This is an optimization exercise on Yosys and OpenROAD, whose aim is small area and a short achievable clock period, not a production implementation.
Only simulation tests tie the RTL to the original design; equivalence was not proved.
Power is estimated from default activity; no workload was simulated.

Setup of run 1:
==> flow/design.v (excerpt) <==
module mac(
     input [11:0] Ain,
     input [11:0] Bin,
     input clk,reset,
     output [24:0] Mac_out
);
Size: ~580 cells after synthesis, about 40 flip-flops, ~5700 um2 of cells after synthesis.
clock: 12.5 ns
lec_check: 0
cap_margin: 20
core_margin: 2
core_utilization: 60
cts_buf_list: sky130_fd_sc_hd__clkbuf_4 sky130_fd_sc_hd__clkbuf_8
slew_margin: 20
synth_hierarchical: 1
standard.sh (not shown) runs the stock make flow with config.mk's settings and CLKGATE_MAP_FILE= SYNTH_SCRIPT=/design/flow/synth_recipe.tcl, a recipe that flattens the netlist after the stock synthesis.
==> flow/flow/run.sh <==
#!/bin/bash
# The standard layout (the standard.sh, standard synthesis unchanged), with
# two options: the port buffers are buf_1 cells, and the setup repair aims at
# a slack margin of 7.25 ns.  ORFS keeps each step's log in orfs/logs; the make
# output goes to standard.log.
set -o pipefail
bash standard.sh BUFFER_PORTS_ARGS="-buffer_cell sky130_fd_sc_hd__buf_1" SETUP_SLACK_MARGIN=7.25 finish > standard.log 2>&1
#### Input delta (run 2 over run 1)
Settings: PLACE_DENSITY now 0.8, previously not set; CORE_UTILIZATION now 75, was 60.
==> flow/flow/run.sh <==
#!/bin/bash
# The standard layout (the standard.sh, standard synthesis unchanged), with
# two options: the port buffers are buf_2 cells, and the setup repair aims at
# a slack margin of 7.25 ns.  ORFS keeps each step's log in orfs/logs; the make
# output goes to standard.log.
set -o pipefail
bash standard.sh BUFFER_PORTS_ARGS="-buffer_cell sky130_fd_sc_hd__buf_2" SETUP_SLACK_MARGIN=7.25 finish > standard.log 2>&1
### Flow results
Run 1 ended with every stage complete and zero timing, DRC or antenna violations.
Run 2 ran to completion and came out clean on the timing, DRC and antenna checks.
Sequential share of power, run 1 and run 2: smaller value in run 2
Taking run 1 as the reference, in run 2 cell count dropped 12, total power climbed about 3%.
Share of the clock period used by the worst path delta (run 2 -> run 1): insignificant
Against run 1, die area in run 2 came out better.
In the route summary, run 2 ends up with a via count exceeding that of run 1.
Looking at power share of the combinational group, run 2 sits 0.7 points higher than run 1 does.
Run 2 gives more shortest period the worst path allows than run 1 did.
Relative to run 1, the overall routed net length of run 2 is higher by 630 um.
Comparing run 2 with run 1, the sequential share of layout area came out essentially unchanged.
Modified inputs, run 3 compared to run 2
Settings: CORE_UTILIZATION now 60, was 75; PLACE_DENSITY no longer set, was 0.8.
==> flow/flow/run.sh <==
#!/bin/bash
# The standard layout (the standard.sh, standard synthesis unchanged), with
# two options: the port buffers are buf_2 cells, and the setup repair aims at
# a slack margin of 7.5 ns.  ORFS keeps each step's log in orfs/logs; the make
# output goes to standard.log.
set -o pipefail
bash standard.sh BUFFER_PORTS_ARGS="-buffer_cell sky130_fd_sc_hd__buf_2" SETUP_SLACK_MARGIN=7.5 finish > standard.log 2>&1
## What came out
On final clock skew: between run 3 and run 2, it ends up higher for run 2.
Per the comparison of run 3 with run 2, sequential share of layout area moved down, met3 routed wirelength dropped 43%.
Detailed-router iteration count before antenna repair, run 3 and run 2: higher on run 2
In the flow results for run 3 and run 2, the total via count in the routed design is smaller on run 3.
Leakage power figure ended up 3.6% higher on run 3 than on run 2.
The setup slack of run 3 is larger than that of run 2.
Compared with run 2, in run 3 required time at the worst-slack endpoint was more or less identical, detail-routed via count per cell lost 0.43.
Run 3: part of the total power dissipated in the clock network is 1.0 points lower than what run 2 reported.
What run 4 does differently from run 3 at the input level:
==> flow/flow/run.sh <==
#!/bin/bash
# The standard layout (the standard.sh, standard synthesis unchanged), with
# two options: the port buffers are buf_2 cells, and the setup repair aims at
# a slack margin of 7.25 ns.  ORFS keeps each step's log in orfs/logs; the make
# output goes to standard.log.
set -o pipefail
bash standard.sh BUFFER_PORTS_ARGS="-buffer_cell sky130_fd_sc_hd__buf_2" SETUP_SLACK_MARGIN=7.25 finish > standard.log 2>&1
Results
Run 4 finished all stages; the layout is clean. There was hardly any difference in number of non-filler instances in the completed layout between run 3 and run 4. Any difference in clock transition at the registers of the reported paths between run 4 and run 3 is small enough to ignore. Re total area of multi-input combinational cells: run 4 is 4.6% down on run 3. In run 4, the met2 usage came out 1.5 points above the value in run 3. On highest clock frequency the design can meet, run 4 does worse than run 3. Taking run 3 as the reference, in run 4 routed wire length neither gained nor lost much, cell count after placement saw little to no change, global-route usage rose by 0.23 points, fraction of the cycle the final worst path needs rose by 1.9 points. Measured against run 3, the final non-filler cell area of run 4 comes out at 0.926 times the reference value.
Relative to run 4, the following input files were edited for run 5:
Settings: CTS_BUF_LIST: sky130_fd_sc_hd__clkbuf_4 sky130_fd_sc_hd__clkbuf_8 -> sky130_fd_sc_hd__clkbuf_16.
==> flow/flow/run.sh <==
#!/bin/bash
# The standard layout (the standard.sh, standard synthesis unchanged), with
# two options: the port buffers are buf_1 cells, and the setup repair aims at
# a slack margin of 7.25 ns.  ORFS keeps each step's log in orfs/logs; the make
# output goes to standard.log.
set -o pipefail
bash standard.sh BUFFER_PORTS_ARGS="-buffer_cell sky130_fd_sc_hd__buf_1" SETUP_SLACK_MARGIN=7.25 finish > standard.log 2>&1
- Run 5: done, clean on timing, DRC and antenna
- Run 5 vs run 4 — detailed-routed wire length on met2 dropped 220 um.
- The worst hold slack across all endpoints in run 5 was lower than what run 4 gave.
- Sort run 5 and run 4 by critical path arrival, descending, and run 4 comes first.

-- re-timing with driven ports --
Ports are ideal in the flow. The routed layouts listed here were re-timed in OpenROAD. Step 1 (the two cells are an assumption about what drives the block):
set clk [get_ports {clk}]
set_driving_cell -lib_cell sky130_fd_sc_hd__clkbuf_16 $clk
set_driving_cell -lib_cell sky130_fd_sc_hd__buf_2 [delete_from_list [all_inputs] $clk]
Step 2 also shifts input and output timing later by t, the mid clock arrival at the registers, as if the neighbouring blocks saw the same clock. Three values: no drivers, after step 1, after step 2; two values: the first two.
run | t (ns) | setup slack, ns | worst setup path after step 2 | worst data-port slew with drivers (ns)
run 1 | 0.332 | 7.329 / 7.344 / 7.013 | input to register | 0.03
run 2 | 0.332 | 7.317 / 7.321 / 6.989 | input to register | 0.05
run 3 | 0.333 | 7.554 / 7.525 / 7.192 | input to register | 0.07
run 4 | 0.334 | 7.322 / 7.336 / 7.002 | input to register | 0.03
run 5 | 0.322 | 7.318 / 7.336 / 7.014 | input to register | 0.03
After both steps setup and hold are still met in every run listed. For run 3, which loses most, drivers alone change the setup slack by -0.029 ns; drivers and shift together by -0.362 ns.
